Source: an optimization exercise on an open RTL-to-GDS flow (aim: a short achievable clock period and few clock cycles). Production flows keep margins and buffers that such runs may drop.
Where RTL was checked, it was by simulation tests only, not by an equivalence proof against the original.
No activity file was given, so power comes from the tool's default toggle rates.

Setup of pine:
// CPU
module CPU(
input Clock,
input Reset,
output [23:0] imem_addr,
input [23:0] imem_data,
output [23:0] dmem_addr,
output [23:0] dmem_wdata,
output dmem_we,
input [23:0] dmem_rdata,
output halted
);
==> module CPU, before the edit <==
module CPU(
input Clock,
input Reset,
output [23:0] imem_addr,
input [23:0] imem_data,
output [23:0] dmem_addr,
output [23:0] dmem_wdata,
output dmem_we,
input [23:0] dmem_rdata,
output halted
);
reg [23:0] pc;
reg        halted_r;
reg [23:0] d_ir;
reg [23:0] d_pc3;
reg        d_valid;
reg        d_pred;
reg        e_wen;         
reg [3:0]  e_dst;
reg        e_ld;
reg        e_add;         
reg        e_mul;
reg [8:0]  e_sel;         
reg [23:0] e_a;
reg [23:0] e_b;
reg [23:0] m_a;           
reg [23:0] m_b;
reg [23:0] e_addr;
reg [23:0] e_sd;
reg        e_we;
reg        w_wen;
reg [3:0]  w_dst;
reg [23:0] w_val;
reg [47:0] p_s;
reg [47:0] p_c;
reg [23:0] rf [1:15];
function eqsum(input [23:0] a, input [23:0] b, input [23:0] k);
    reg [23:0] c;
    begin
        c = (a & b) | ((a | b) & ~k);
        eqsum = ((a ^ b ^ k) == {c[22:0], 1'b0});
    end
endfunction
assign imem_addr = pc;
wire [23:0] pc3 = pc + 24'd3;
wire [16:0] pc3_hi_p = pc3[23:7] + 17'd1;
wire [16:0] pc3_hi_m = pc3[23:7] - 17'd1;
wire f_beq;
wire [23:0] pc_next;
wire [23:0] pc_alt;
wire f_ok;
wire       z_next;        
wire [3:0] z_reg;
FetchNext fn0(.pc3(pc3), .pc3_hi_p(pc3_hi_p), .pc3_hi_m(pc3_hi_m),
              .word(imem_data), .ok(f_ok), .alt(pc_alt),
              .zd(z_next), .zreg(z_reg),
              .beq(f_beq), .next(pc_next));
wire [3:0] op = d_ir[23:20];
wire [3:0] rs = d_ir[19:16];
wire [3:0] rt = d_ir[15:12];
wire [3:0] rd = d_ir[11:8];
wire [3:0] fn = d_ir[3:0];
wire [23:0] imm = {{12{d_ir[11]}}, d_ir[11:0]};
wire imm_nz = |d_ir[11:0];
wire is_addi = (op == 4'b0001);
wire is_ld   = (op == 4'b0010);
wire is_st   = (op == 4'b0011);
wire is_beq  = (op == 4'b0100);
wire is_r    = (op == 4'b0110);
wire is_halt = (op == 4'b1111);
wire r_and = is_r & (fn == 4'b0000);
wire r_or  = is_r & (fn == 4'b0001);
wire r_add = is_r & (fn == 4'b0010);
wire r_sub = is_r & (fn == 4'b0011);
wire r_slt = is_r & (fn == 4'b0100);
wire r_mul = is_r & (fn == 4'b0101);
wire r_xor = is_r & (fn == 4'b0110);
wire r_sll = is_r & (fn == 4'b0111);
wire r_lo  = is_r & (fn == 4'b1000);
wire r_hi  = is_r & (fn == 4'b1001);
wire r_wr  = r_and | r_or | r_add | r_sub | r_slt | r_xor | r_sll | r_lo | r_hi;
wire [3:0] dst = is_r ? rd : rt;
wire wr = (is_addi | is_ld | r_wr) & (dst != 4'd0);
wire same = (rs == rt);
wire [23:0] rf_rs = (rs == 4'd0) ? 24'd0 : rf[rs];
wire [23:0] rf_rt = (rt == 4'd0) ? 24'd0 : rf[rt];
wire w_rs = w_wen & (w_dst == rs);
wire w_rt = w_wen & (w_dst == rt);
wire [23:0] a_ne = w_rs ? w_val : rf_rs;
wire [23:0] b_ne = w_rt ? w_val : rf_rt;
wire e_rs = e_wen & (e_dst == rs);
wire e_rt = e_wen & (e_dst == rt);
wire [23:0] e_res;
wire [23:0] e_fwd = e_ld ? dmem_rdata : e_res;
wire [23:0] a_full = e_rs ? e_fwd : a_ne;
wire [23:0] b_full = e_rt ? e_fwd : b_ne;
wire stall = d_valid & (((is_beq & ~same) & (e_rs | e_rt) & ~e_add) |
                        ((is_ld | is_st) & e_rs));
wire eq = e_rs ? eqsum(e_a, e_b, b_ne) :
          e_rt ? eqsum(e_a, e_b, a_ne) :
                 (a_ne == b_ne);
wire taken = is_beq & (same | eq);
wire [23:0] target = d_pc3 + imm;
wire go = d_valid & ~stall;
wire short = (d_ir[11:6] == 6'b000000) | (d_ir[11:6] == 6'b111111);
wire redirect = go & is_beq & (d_pred ? (~taken | ~short) : (taken & imm_nz));
wire [23:0] fix = taken ? target : d_pc3;
assign z_next = go & is_addi & wr & ~e_rs & eqsum(a_ne, imm, 24'd0);
assign z_reg = dst;
wire halting = go & is_halt;
wire hold = stall | halting | halted_r;
assign f_ok = ~hold & ~redirect;
assign pc_alt = hold ? pc : (redirect ? fix : pc3);
wire [23:0] sum  = e_a + e_b;
wire [23:0] diff = e_a - e_b;
wire [4:0]  sh   = e_b[4:0] + 5'd7;
wire [23:0] tsh  = e_b - 24'd17;    
wire [23:0] shl  = (sh < 5'd24) ? (e_a << sh) : 24'd0;
wire [23:0] sll  = tsh[23] ? shl : {e_a[0], 23'd0};
wire [47:0] prod = p_s + p_c;
assign e_res = ({24{e_sel[0]}} & (e_a & e_b)) |
               ({24{e_sel[1]}} & (e_a | e_b)) |
               ({24{e_sel[2]}} & sum) |
               ({24{e_sel[3]}} & diff) |
               ({24{e_sel[4]}} & {23'd0, diff[23]}) |
               ({24{e_sel[5]}} & (e_a ^ e_b)) |
               ({24{e_sel[6]}} & sll) |
               ({24{e_sel[7]}} & prod[23:0]) |
               ({24{e_sel[8]}} & prod[47:24]);
wire [47:0] m_s, m_c;
MulCSA24 mul0(.a(m_a), .b(m_b), .s(m_s), .c(m_c));
assign dmem_addr  = e_addr;
assign dmem_wdata = e_sd;
assign dmem_we    = e_we;
assign halted     = halted_r;
always @(posedge Clock) begin
    if (Reset) begin
        pc       <= 24'd10;
        halted_r <= 1'b0;
        d_valid  <= 1'b0;
        e_wen    <= 1'b0;
        e_ld     <= 1'b0;
        e_mul    <= 1'b0;
        e_we     <= 1'b0;
        w_wen    <= 1'b0;
    end else begin
        pc <= pc_next;
        if (halting | halted_r) begin
            halted_r <= 1'b1;
            d_valid  <= 1'b0;
        end else if (!stall) begin
            d_valid <= ~redirect;
        end
        e_wen <= go & wr;
        e_ld  <= go & is_ld;
        e_mul <= go & r_mul;
        e_we  <= go & is_st;
        w_wen <= e_wen;
    end
end
always @(posedge Clock) begin
    if (!stall) begin
        d_ir   <= imem_data;
        d_pc3  <= pc3;
        d_pred <= f_beq;
    end
    e_dst  <= dst;
    e_add  <= r_add | is_addi;
    e_sel  <= {r_hi, r_lo, r_sll, r_xor, r_slt, r_sub, r_add | is_addi, r_or, r_and};
    e_a    <= a_full;
    e_b    <= is_addi ? imm : b_full;
    e_sd   <= b_full;
    e_addr <= a_ne + imm;
    if (go & r_mul) begin
        m_a <= a_full;
        m_b <= b_full;
    end
    w_dst  <= e_dst;
    w_val  <= e_fwd;
    if (e_mul) begin
        p_s <= m_s;
        p_c <= m_c;
    end
    if (w_wen)
        rf[w_dst] <= w_val;
end
endmodule
Settings: LEC_CHECK=0, CAP_MARGIN=20, CORE_MARGIN=2, CORE_UTILIZATION=40, SLEW_MARGIN=20, SYNTH_HIERARCHICAL=1; clock period 26.0 ns.
standard.sh (not shown) runs the stock make flow with config.mk's settings and CLKGATE_MAP_FILE= SYNTH_SCRIPT=/design/flow/synth_recipe.tcl, a recipe that flattens the netlist after the stock synthesis.
==> flow/flow/run.sh <==
#!/bin/bash
# The standard layout (standard.sh), with ORFS's repair_timing asked to
# keep 20 ns of setup slack at the design's 26 ns clock, and the flops that
# drive output ports placed beside their port buffers (flow/pin_flops.tcl,
# run before detailed placement).
set -o pipefail
bash standard.sh SETUP_SLACK_MARGIN=20 PRE_DETAIL_PLACE_TCL=$PWD/flow/pin_flops.tcl finish > standard.log 2>&1
==> flow/flow/pin_flops.tcl <==
# Before detailed placement: put each flip-flop that drives an output port's
# buffer right beside that buffer, so the flop-to-pin wire is short. The
# detailed placer then legalizes them.
set block [ord::get_db_block]
set moved 0
foreach bterm [$block getBTerms] {
  if { [$bterm getIoType] != "OUTPUT" } { continue }
  set net [$bterm getNet]
  if { $net == "NULL" } { continue }
  set buf ""
  foreach it [$net getITerms] {
    if { [$it getIoType] == "OUTPUT" } { set buf [$it getInst] }
  }
  if { $buf == "" } { continue }
  set innet ""
  foreach it [$buf getITerms] {
    if { [$it getIoType] == "INPUT" && [[$it getMTerm] getSigType] == "SIGNAL" } { set innet [$it getNet] }
  }
  if { $innet == "" || $innet == "NULL" } { continue }
  set drv ""
  foreach it [$innet getITerms] {
    if { [$it getIoType] == "OUTPUT" } { set drv [$it getInst] }
  }
  if { $drv == "" } { continue }
  if { ![[$drv getMaster] isSequential] } { continue }
  set loc [$buf getLocation]
  $drv setLocation [lindex $loc 0] [lindex $loc 1]
  $drv setPlacementStatus PLACED
  incr moved
}
puts "pin_flops: moved $moved flip-flops next to their output buffers"
pine went all the way through synthesis, placement and routing and the layout is clean on timing, DRC and antenna.
Testbench counts of pine, summed over its fixed seeds: cycles 26,342.
diff inputs: pine => birch
--- a/flow/design.v
+++ b/flow/design.v
@@ -1233,6 +1233,6 @@
 wire halting = go & is_halt;
 wire hold = stall | halting | halted_r;
-assign f_ok = ~hold & ~redirect;
-assign pc_alt = hold ? pc : (redirect ? fix : pc3);
+assign f_ok = ~Reset & ~hold & ~redirect;
+assign pc_alt = Reset ? 24'd10 : hold ? pc : (redirect ? fix : pc3);
 wire [23:0] sum  = e_a + e_b;
 wire [23:0] diff = e_a - e_b;
@@ -1258,6 +1258,6 @@
 assign halted     = halted_r;
 always @(posedge Clock) begin
+    pc <= pc_next;        
     if (Reset) begin
-        pc       <= 24'd10;
         halted_r <= 1'b0;
         d_valid  <= 1'b0;
@@ -1268,5 +1268,4 @@
         w_wen    <= 1'b0;
     end else begin
-        pc <= pc_next;
         if (halting | halted_r) begin
             halted_r <= 1'b1;
### Flow results
pine reports its critical path launch point as imem_data[3] while birch reports pc[22]. The run showing the greater clock tree buffer count of the final layout is pine. Slew at the pin with the worst max-slew slack is higher on pine. Cmp pine and birch / maximum net fanout on the critical path / higher: pine. Across both runs, number of inverters outside the clock class in the layout was lower for birch than for pine. Delta (birch minus pine): via count of the first global-routing pass neither gained nor lost much, fraction of cell area in non-clock buffers picked up an extra 0.34 points, global-route wire length before repair lost 1.6 mm. For the per-cell routed wire length, birch came in 0.95 µm lower than pine did. A cell at the slowest stage of the critical path of sky130_fd_sc_hd__a221oi_4 is what pine shows, while sky130_fd_sc_hd__dfxtp_4 belongs to birch. [compare] base=pine new=birch: number of buffer and inverter instances along the worst setup path dropped 2, total power higher. Delta(power per cell area, birch - pine) > 0. Going from pine to birch, clock period minus final worst setup slack shrinks by 73 ps. Summary of the comparison: worst slack at placement is lower in birch, relative to pine.
Function not checked in birch: the RTL went through the layout flow alone.

-- re-timing with driven ports --
In the flow no input, the clock included, has a driving cell. The finished layouts below were timed again as built, in two steps.
Step 1 (the two cells are an assumption about what drives the block):
set clk [get_ports {Clock}]
set_driving_cell -lib_cell sky130_fd_sc_hd__clkbuf_16 $clk
set_driving_cell -lib_cell sky130_fd_sc_hd__buf_2 [delete_from_list [all_inputs] $clk]
Step 2, shift: input delay + t, output delay - t, t = (earliest + latest rising clock arrival at the registers) / 2. This alone moves slack from input paths to output paths.
a / b / c = no drivers / after step 1 / after step 2; a / b = the first two.
run	t, ns	setup WS [ns]	pins driven straight from the clock port
pine	0.764	19.530 / 19.520 / 18.802	1
birch	0.786	19.603 / 19.516 / 18.824	1
After both steps setup and hold are still met in every run listed. The setup slack of birch, which loses most, moves by -0.087 ns with the drivers and by -0.779 ns with both steps.
